This is an optimization exercise on Yosys and OpenROAD, whose aim is small area, not a production implementation.
Only simulation tests tie the RTL to the original design; equivalence was not proved.
Power figures rest on the tool's default switching activity, not on a simulated workload.

## run 1
// Triadic_ALU
module Triadic_ALU
#(
    parameter       WORD_WIDTH                      = 36,
    parameter       ADDR_WIDTH                      = 12,
    parameter       S_WRITE_ADDR                    = 3072,
    parameter       S_RAMSTYLE                      = "",
    parameter       S_READ_NEW_DATA                 = 0,
    parameter       THREAD_COUNT                    = 8,
    parameter       THREAD_COUNT_WIDTH              = 3,
    parameter       WRITE_RETIME_STAGES             = 3
)
(
    input   wire                                    clock,
    input   wire                                    IO_Ready,
    input   wire                                    Cancel,
    input   wire    [ADDR_WIDTH-1:0]                DB,          
    input   wire    [20-1:0]   control,     
    input   wire    [WORD_WIDTH-1:0]                A,           
    input   wire    [WORD_WIDTH-1:0]                B,           
    output  wire    [WORD_WIDTH-1:0]                Ra,          
    output  wire    [WORD_WIDTH-1:0]                Rb,          
    output  wire                                    carry_out,   
    output  wire                                    overflow     
);
clock: 3.7 ns
lec_check: 0
cap_margin: 0
core_margin: 2
core_utilization: 40
place_density: 0.8
setup_slack_margin: 0.05
slew_margin: 0
standard.sh (not shown) runs the stock make flow with config.mk's settings and CLKGATE_MAP_FILE= SYNTH_SCRIPT=/design/flow/synth_recipe.tcl, a recipe that flattens the netlist after the stock synthesis.
==> flow/flow/run.sh <==
#!/bin/bash
# The standard layout (standard.sh) with these changes:
#  - after the standard synthesis, the combinational cells are mapped again by
#    ABC for area (flip-flops, their names and the ports are kept as they are);
#  - input and output ports buffered with buf_1 instead of the default delay cell;
#  - clock tree synthesis without dummy loads and with larger sink clusters.
# Logs: make_synth.log, remap.log and make.log here; each ORFS step in orfs/logs.
set -euo pipefail
source flow/knobs.sh
R=orfs/results/sky130hd/Triadic_ALU/base
bash standard.sh synth > make_synth.log 2>&1
cp $R/1_2_yosys.v $R/1_2_yosys_standard.v
yosys -l remap.log -s flow/remap.ys > /dev/null 2>&1
mv $R/1_2_yosys_remap.v $R/1_2_yosys.v
rm -f $R/1_synth.odb $R/1_synth.sdc
bash standard.sh > make.log 2>&1
==> flow/flow/knobs.sh <==
export BUFFER_PORTS_ARGS="-buffer_cell sky130_fd_sc_hd__buf_1"
export CTS_ARGS="-sink_clustering_enable -repair_clock_nets -dont_use_dummy_load -sink_clustering_size 9 -sink_clustering_max_diameter 50 -buf_list sky130_fd_sc_hd__clkbuf_4"
export GLOBAL_PLACEMENT_ARGS="-keep_resize_below_overflow 0"
==> flow/flow/remap.abc <==
&get -n
&st
&dc2
&synch2
&nf
&put
Other scripts of this flow, unchanged in this note and not shown: flow/flow/remap.ys
#### Input delta (run 2 over run 1)
# run 1
export LEC_CHECK = 0
export CAP_MARGIN = 0
export CORE_MARGIN = 2
export CORE_UTILIZATION = 40
export PLACE_DENSITY = 0.8
export SETUP_SLACK_MARGIN = 0.05
export SLEW_MARGIN = 0
create_clock -name core_clock -period 3.7 [get_ports {clock}]
# run 2
export LEC_CHECK = 0
export CAP_MARGIN = 20
export CORE_MARGIN = 2
export CORE_UTILIZATION = 40
export SLEW_MARGIN = 20
create_clock -name core_clock -period 3.7 [get_ports {clock}]
==> flow/flow/knobs.sh <==
export BUFFER_PORTS_ARGS="-buffer_cell sky130_fd_sc_hd__buf_1"
export CTS_ARGS="-sink_clustering_enable -repair_clock_nets -dont_use_dummy_load -sink_clustering_size 24 -sink_clustering_max_diameter 100"
==> flow/flow/remap.abc <==
&get -n
&st
&synch2
&nf
&put
==> run notes <==
- Comparing run 2 and run 1, signed area change from the synthesized netlist to the final layout is lower on run 1.
- Run 1 has a lower routed wire length than run 2.
- Compared to run 1, run 2 has post-layout minimum cycle time 0.070 ns lower.
Input-level comparison between run 3 and run 2:
# run 2
export LEC_CHECK = 0
export CAP_MARGIN = 20
export CORE_MARGIN = 2
export CORE_UTILIZATION = 40
export SLEW_MARGIN = 20
create_clock -name core_clock -period 3.7 [get_ports {clock}]
# run 3
export LEC_CHECK = 0
export CAP_MARGIN = 0
export CORE_MARGIN = 2
export CORE_UTILIZATION = 40
export SETUP_SLACK_MARGIN = 0.05
export SLEW_MARGIN = 0
create_clock -name core_clock -period 3.7 [get_ports {clock}]
==> flow/flow/knobs.sh <==
export BUFFER_PORTS_ARGS="-buffer_cell sky130_fd_sc_hd__buf_1"
export CTS_ARGS="-sink_clustering_enable -repair_clock_nets -dont_use_dummy_load -sink_clustering_size 9 -sink_clustering_max_diameter 50 -buf_list sky130_fd_sc_hd__clkbuf_4"
export GLOBAL_PLACEMENT_ARGS="-keep_resize_below_overflow 0"
Notes after the runs:
- Power, run 3 vs run 2: down by a few percent
- Relative to run 2, the post-placement setup slack of run 3 is lower by 0.40 ns.
- NOTE net switching power run 2->run 3 decreased by a few percent
- Core utilization: run 3 lower than run 2
- Run 3: PASS, flow complete, no timing, DRC or antenna violations
- Compared run 3 vs run 2, and wire length of the first global-routing pass is down in run 3.
- | maximum achievable frequency | run 3 vs run 2 | better |
- Reported for run 3 and run 2, count of input and output buffers turned out identical to the last digit.
- Looking at worst hold-check path type, the in2reg result is from run 2; the reg2reg one comes from run 3.

* * *

Triadic_ALU again, from the RTL that the note above started with.
==> flow/config.mk <==
export PLATFORM = sky130hd
export DESIGN_NAME = Triadic_ALU
export DESIGN_NICKNAME = Triadic_ALU
export VERILOG_FILES = /design/flow/design.v
export SDC_FILE = /design/flow/constraint.sdc
export NUM_CORES = 4
export LEC_CHECK = 0
export CAP_MARGIN = 0
export CORE_MARGIN = 2
export CORE_UTILIZATION = 40
export PLACE_DENSITY = 0.8
export SETUP_SLACK_MARGIN = 0.05
export SLEW_MARGIN = 0
==> flow/constraint.sdc <==
create_clock -name core_clock -period 3.7 [get_ports {clock}]
set_input_delay 0.7400 -clock core_clock [delete_from_list [all_inputs] [get_ports {clock}]]
set_output_delay 0.7400 -clock core_clock [all_outputs]
set_load 0.01 [all_outputs]
==> flow/flow/run.sh <==
#!/bin/bash
# The standard layout (standard.sh) with these changes:
#  - synthesis with yosys's default (Brent-Kung) carry lookahead instead of
#    ORFS's Kogge-Stone (SYNTH_OPERATIONS_ARGS set, so the extra map is dropped);
#  - after the synthesis, the combinational cells are mapped again by
#    ABC for area (flip-flops, their names and the ports are kept as they are);
#  - input and output ports buffered with buf_1 instead of the default delay cell;
#  - clock tree synthesis without dummy loads and with larger sink clusters.
# Logs: make_synth.log, remap.log and make.log here; each ORFS step in orfs/logs.
set -euo pipefail
source flow/knobs.sh
R=orfs/results/sky130hd/Triadic_ALU/base
bash standard.sh synth > make_synth.log 2>&1
cp $R/1_2_yosys.v $R/1_2_yosys_standard.v
yosys -l remap.log -s flow/remap.ys > /dev/null 2>&1
mv $R/1_2_yosys_remap.v $R/1_2_yosys.v
rm -f $R/1_synth.odb $R/1_synth.sdc
bash standard.sh > make.log 2>&1
==> flow/flow/knobs.sh <==
export BUFFER_PORTS_ARGS="-buffer_cell sky130_fd_sc_hd__buf_1"
export CTS_ARGS="-sink_clustering_enable -repair_clock_nets -dont_use_dummy_load -sink_clustering_size 9 -sink_clustering_max_diameter 50 -buf_list sky130_fd_sc_hd__clkbuf_4"
export GLOBAL_PLACEMENT_ARGS="-keep_resize_below_overflow 0"
export SYNTH_OPERATIONS_ARGS="-booth"
==> flow/flow/remap.abc <==
&get -n
&st
&synch2
&nf
&put
Other scripts of this flow, unchanged in this note and not shown: flow/flow/remap.ys
The first run finished with timing, DRC and antenna clean.
Change:
--- a/flow/flow/run.sh
+++ b/flow/flow/run.sh
@@ -3,3 +3 @@
-#  - synthesis with yosys's default (Brent-Kung) carry lookahead instead of
-#    ORFS's Kogge-Stone (SYNTH_OPERATIONS_ARGS set, so the extra map is dropped);
-#  - after the synthesis, the combinational cells are mapped again by
+#  - after the standard synthesis, the combinational cells are mapped again by
==> flow/flow/knobs.sh (replaced) <==
export BUFFER_PORTS_ARGS="-buffer_cell sky130_fd_sc_hd__buf_1"
export CTS_ARGS="-sink_clustering_enable -repair_clock_nets -dont_use_dummy_load -sink_clustering_size 24 -sink_clustering_max_diameter 100"
export GLOBAL_PLACEMENT_ARGS="-keep_resize_below_overflow 0"
Settings changed: CAP_MARGIN 0 to 20, CORE_UTILIZATION 40 to 55, PLACE_DENSITY 0.8 to default, SLEW_MARGIN 0 to 20.
After rerunning: Wire length came out lower by 7.6%. Worst hold slack improves by 0.13 ns. Total power came out higher by 5.6%. Clock-buffer cell count came out lower by 65.
Change:
--- a/flow/flow/knobs.sh
+++ b/flow/flow/knobs.sh
@@ -3 +2,0 @@
-export GLOBAL_PLACEMENT_ARGS="-keep_resize_below_overflow 0"
Settings changed: CORE_UTILIZATION 55 to 40, GPL_TIMING_DRIVEN from default to 0, SETUP_SLACK_MARGIN 0.05 to 0.1.
Outcome: Setup slack gets better by 0.017 ns; total power is higher by 1.4%; sequential power is about the same; clock-buffer cell count increases by 1; core utilization went down by 16 points; maximum frequency climbs by 0.47%; sequential cell count stays the same.
Change:
--- a/flow/flow/knobs.sh
+++ b/flow/flow/knobs.sh
@@ -2,0 +3 @@
+export GLOBAL_PLACEMENT_ARGS="-keep_resize_below_overflow 0"
Settings changed: CAP_MARGIN 20 to 0, GPL_TIMING_DRIVEN 0 to default, SETUP_SLACK_MARGIN 0.1 to 0.05, SLEW_MARGIN 20 to 0.
After rerunning: The new run completed without violations; final area fell by 3.1%; maximum frequency stays flat; final cell count fell by 1.0%; power fell by 1.1%; sequential power barely changes.
Change:
==> flow/flow/remap.abc (replaced) <==
&get -n
&st
&dch
&nf
&st
&dch
&nf
&put
Settings changed: CAP_MARGIN 0 to 20, SLEW_MARGIN 0 to 20.
Result:
- core utilization goes up by 1.5 points
- die area goes up by 0.84%
- final cell count goes up by 2.6%
- count of clock-buffer cells in the layout does not change
- total power hardly moves

* * *

job 6787:
Starting RTL as in the previous note.
Settings: LEC_CHECK=0, CAP_MARGIN=0, CORE_MARGIN=2, CORE_UTILIZATION=40, PLACE_DENSITY=0.8, SETUP_SLACK_MARGIN=0.05, SLEW_MARGIN=0; clock period 3.7 ns.
==> flow/flow/run.sh <==
#!/bin/bash
# The standard layout (standard.sh) with these changes:
#  - after the standard synthesis, the combinational cells are mapped again by
#    ABC for area (flip-flops, their names and the ports are kept as they are);
#  - input and output ports buffered with buf_1 instead of the default delay cell;
#  - clock tree synthesis without dummy loads and with larger sink clusters.
# Logs: make_synth.log, remap.log and make.log here; each ORFS step in orfs/logs.
set -euo pipefail
source flow/knobs.sh
R=orfs/results/sky130hd/Triadic_ALU/base
bash standard.sh synth > make_synth.log 2>&1
cp $R/1_2_yosys.v $R/1_2_yosys_standard.v
yosys -l remap.log -s flow/remap.ys > /dev/null 2>&1
mv $R/1_2_yosys_remap.v $R/1_2_yosys.v
rm -f $R/1_synth.odb $R/1_synth.sdc
bash standard.sh > make.log 2>&1
==> flow/flow/knobs.sh <==
export BUFFER_PORTS_ARGS="-buffer_cell sky130_fd_sc_hd__buf_1"
export CTS_ARGS="-sink_clustering_enable -repair_clock_nets -dont_use_dummy_load -sink_clustering_size 12 -sink_clustering_max_diameter 35 -buf_list sky130_fd_sc_hd__clkbuf_4"
export GLOBAL_PLACEMENT_ARGS="-keep_resize_below_overflow 0"
Other scripts of this flow, unchanged in this note and not shown: flow/flow/remap.abc, flow/flow/remap.ys
[inputs] job 8428 vs job 6787
# job 6787
export LEC_CHECK = 0
export CAP_MARGIN = 0
export CORE_MARGIN = 2
export CORE_UTILIZATION = 40
export PLACE_DENSITY = 0.8
export SETUP_SLACK_MARGIN = 0.05
export SLEW_MARGIN = 0
create_clock -name core_clock -period 3.7 [get_ports {clock}]
# job 8428
export LEC_CHECK = 0
export CAP_MARGIN = 0
export CORE_MARGIN = 2
export CORE_UTILIZATION = 40
export PLACE_DENSITY = 0.8
export SETUP_SLACK_MARGIN = 0.02
export SLEW_MARGIN = 0
create_clock -name core_clock -period 3.7 [get_ports {clock}]
==> flow/flow/knobs.sh <==
export BUFFER_PORTS_ARGS="-buffer_cell sky130_fd_sc_hd__buf_1"
export CTS_ARGS="-sink_clustering_enable -repair_clock_nets -dont_use_dummy_load -sink_clustering_size 9 -sink_clustering_max_diameter 50 -buf_list sky130_fd_sc_hd__clkbuf_4"
export GLOBAL_PLACEMENT_ARGS="-keep_resize_below_overflow 0"
==> run notes <==
In the metrics for job 6787 and job 8428, the one carrying the higher number of resized instances in the post-cts repair step is job 6787. Aggregate routed wire length (higher): job 8428. Delta (job 8428 minus job 6787): non-clock buffer count shows a reduction of 1.0%, count of clock buffers in the final design shows an increase of 15, total of hold buffers inserted after clock tree synthesis shows a reduction of 1.
Setup changes, job 8428 to job 7137
# job 8428
export LEC_CHECK = 0
export CAP_MARGIN = 0
export CORE_MARGIN = 2
export CORE_UTILIZATION = 40
export PLACE_DENSITY = 0.8
export SETUP_SLACK_MARGIN = 0.02
export SLEW_MARGIN = 0
create_clock -name core_clock -period 3.7 [get_ports {clock}]
# job 7137
export LEC_CHECK = 0
export CAP_MARGIN = 0
export CORE_MARGIN = 2
export CORE_UTILIZATION = 55
export PLACE_DENSITY = 0.85
export SETUP_SLACK_MARGIN = 0.05
export SLEW_MARGIN = 0
create_clock -name core_clock -period 3.7 [get_ports {clock}]
diff --git a/flow/flow/run.sh b/flow/flow/run.sh
--- a/flow/flow/run.sh
+++ b/flow/flow/run.sh
@@ -4 +4,2 @@
-#    ABC for area (flip-flops, their names and the ports are kept as they are);
+#    ABC for area (flow/remap.ys, flow/remap.abc); the flip-flops, their names
+#    and cell types, and the ports are kept as they are;
@@ -6 +7,3 @@
-#  - clock tree synthesis without dummy loads and with larger sink clusters.
+#  - clock tree synthesis with clkbuf_4 buffers and no dummy loads;
+#  - timing-driven global placement that does not keep its trial buffers.
+# The ORFS variables for these are in flow/knobs.sh; the rest is in config.mk.
--- outcome ---
For clock share of power, job 8428 and job 7137 come out practically identical. Job 8428 has a higher number of global-route vias before repair than job 7137. Compared with job 8428, in job 7137 final weighted congestion in routability-driven placement rose by about 3%, number of setup buffers added after CTS essentially unchanged, worst slew margin relative to its limit dropped 2.4 points, sum of internal, switching and leakage power did not really move. Job 7137 ended up with control[12] as its launch point of the critical path; job 8428 ended up with control[11].
Here is what was changed in the inputs of job 2190 compared with job 7137.
# job 7137
export LEC_CHECK = 0
export CAP_MARGIN = 0
export CORE_MARGIN = 2
export CORE_UTILIZATION = 55
export PLACE_DENSITY = 0.85
export SETUP_SLACK_MARGIN = 0.05
export SLEW_MARGIN = 0
create_clock -name core_clock -period 3.7 [get_ports {clock}]
# job 2190
export LEC_CHECK = 0
export CAP_MARGIN = 0
export CORE_MARGIN = 2
export CORE_UTILIZATION = 40
export PLACE_DENSITY = 0.8
export SETUP_SLACK_MARGIN = 0.05
export SLEW_MARGIN = 0
export TNS_END_PERCENT = 30
create_clock -name core_clock -period 3.7 [get_ports {clock}]
diff --git a/flow/flow/run.sh b/flow/flow/run.sh
--- a/flow/flow/run.sh
+++ b/flow/flow/run.sh
@@ -4,2 +4 @@
-#    ABC for area (flow/remap.ys, flow/remap.abc); the flip-flops, their names
-#    and cell types, and the ports are kept as they are;
+#    ABC for area (flip-flops, their names and the ports are kept as they are);
@@ -7,3 +6 @@
-#  - clock tree synthesis with clkbuf_4 buffers and no dummy loads;
-#  - timing-driven global placement that does not keep its trial buffers.
-# The ORFS variables for these are in flow/knobs.sh; the rest is in config.mk.
+#  - clock tree synthesis without dummy loads and with larger sink clusters.
### Flow results
Compared with job 7137, in job 2190 routed wire length has increased, post-layout worst setup margin has decreased, total design power has increased.
The following lists how job 5561 was set up differently from job 2190:
# job 2190
export LEC_CHECK = 0
export CAP_MARGIN = 0
export CORE_MARGIN = 2
export CORE_UTILIZATION = 40
export PLACE_DENSITY = 0.8
export SETUP_SLACK_MARGIN = 0.05
export SLEW_MARGIN = 0
export TNS_END_PERCENT = 30
create_clock -name core_clock -period 3.7 [get_ports {clock}]
# job 5561
export LEC_CHECK = 0
export CAP_MARGIN = 0
export CORE_MARGIN = 2
export CORE_UTILIZATION = 40
export PLACE_DENSITY = 0.8
export SETUP_SLACK_MARGIN = 0.05
export SLEW_MARGIN = 0
create_clock -name core_clock -period 3.7 [get_ports {clock}]
### Flow results
Status: clock-cell share of area parity (job 2190, job 5561)
Job 5561 and job 2190 ended up with roughly the same via density per instance.
Between job 5561 and job 2190, the difference in cell count is negligible.

==> port drivers added, routing unchanged <==
No port has a modelled driver above. Below, the same layouts with a new extraction and two added sets of constraints. Step 1, drivers: a clkbuf_16 drives clock and a buf_2 each remaining input, both assumed. Step 2 times the ports against the registers' clock, not the clock port: input delays grow and output delays shrink by t, the midpoint of the rising clock arrivals with the driver on. Three values: no drivers, after step 1, after step 2; two values: the first two.
run	shift t [ns]	slack for setup (ns)	worst setup path after step 2	worst data-port slew with drivers (ns)	cell pins on the clock port's net
run 1	0.909	0.128 / 0.090 / -0.820	input to register	0.15	1
run 2	0.637	0.198 / 0.228 / -0.410	input to register	0.12	1
run 3	0.912	0.255 / 0.254 / -0.658	input to register	0.14	1
the first run of note 2	0.898	0.085 / 0.086 / -0.812	input to register	0.14	1
the second run of note 2	0.635	0.146 / 0.140 / -0.495	input to register	0.11	1
the third run of note 2	0.630	0.163 / 0.148 / -0.482	input to register	0.13	1
the fourth run of note 2	0.630	0.168 / 0.142 / -0.488	input to register	0.14	1
the fifth run of note 2	0.625	0.163 / 0.018 / -0.607	input to register	0.30	1
job 6787	0.848	0.177 / 0.180 / -0.668	input to register	0.14	1
job 8428	0.896	0.159 / 0.165 / -0.731	input to register	0.14	1
job 7137	0.899	0.207 / 0.230 / -0.670	input to register	0.14	1
job 2190	0.896	0.158 / 0.163 / -0.733	input to register	0.15	1
job 5561	0.881	0.214 / 0.191 / -0.690	input to register	0.14	1
With both steps, setup timing fails in every run listed, where it was met with ideal ports. For run 1, which loses most, drivers alone change the setup slack by -0.038 ns; drivers and shift together by -0.948 ns.
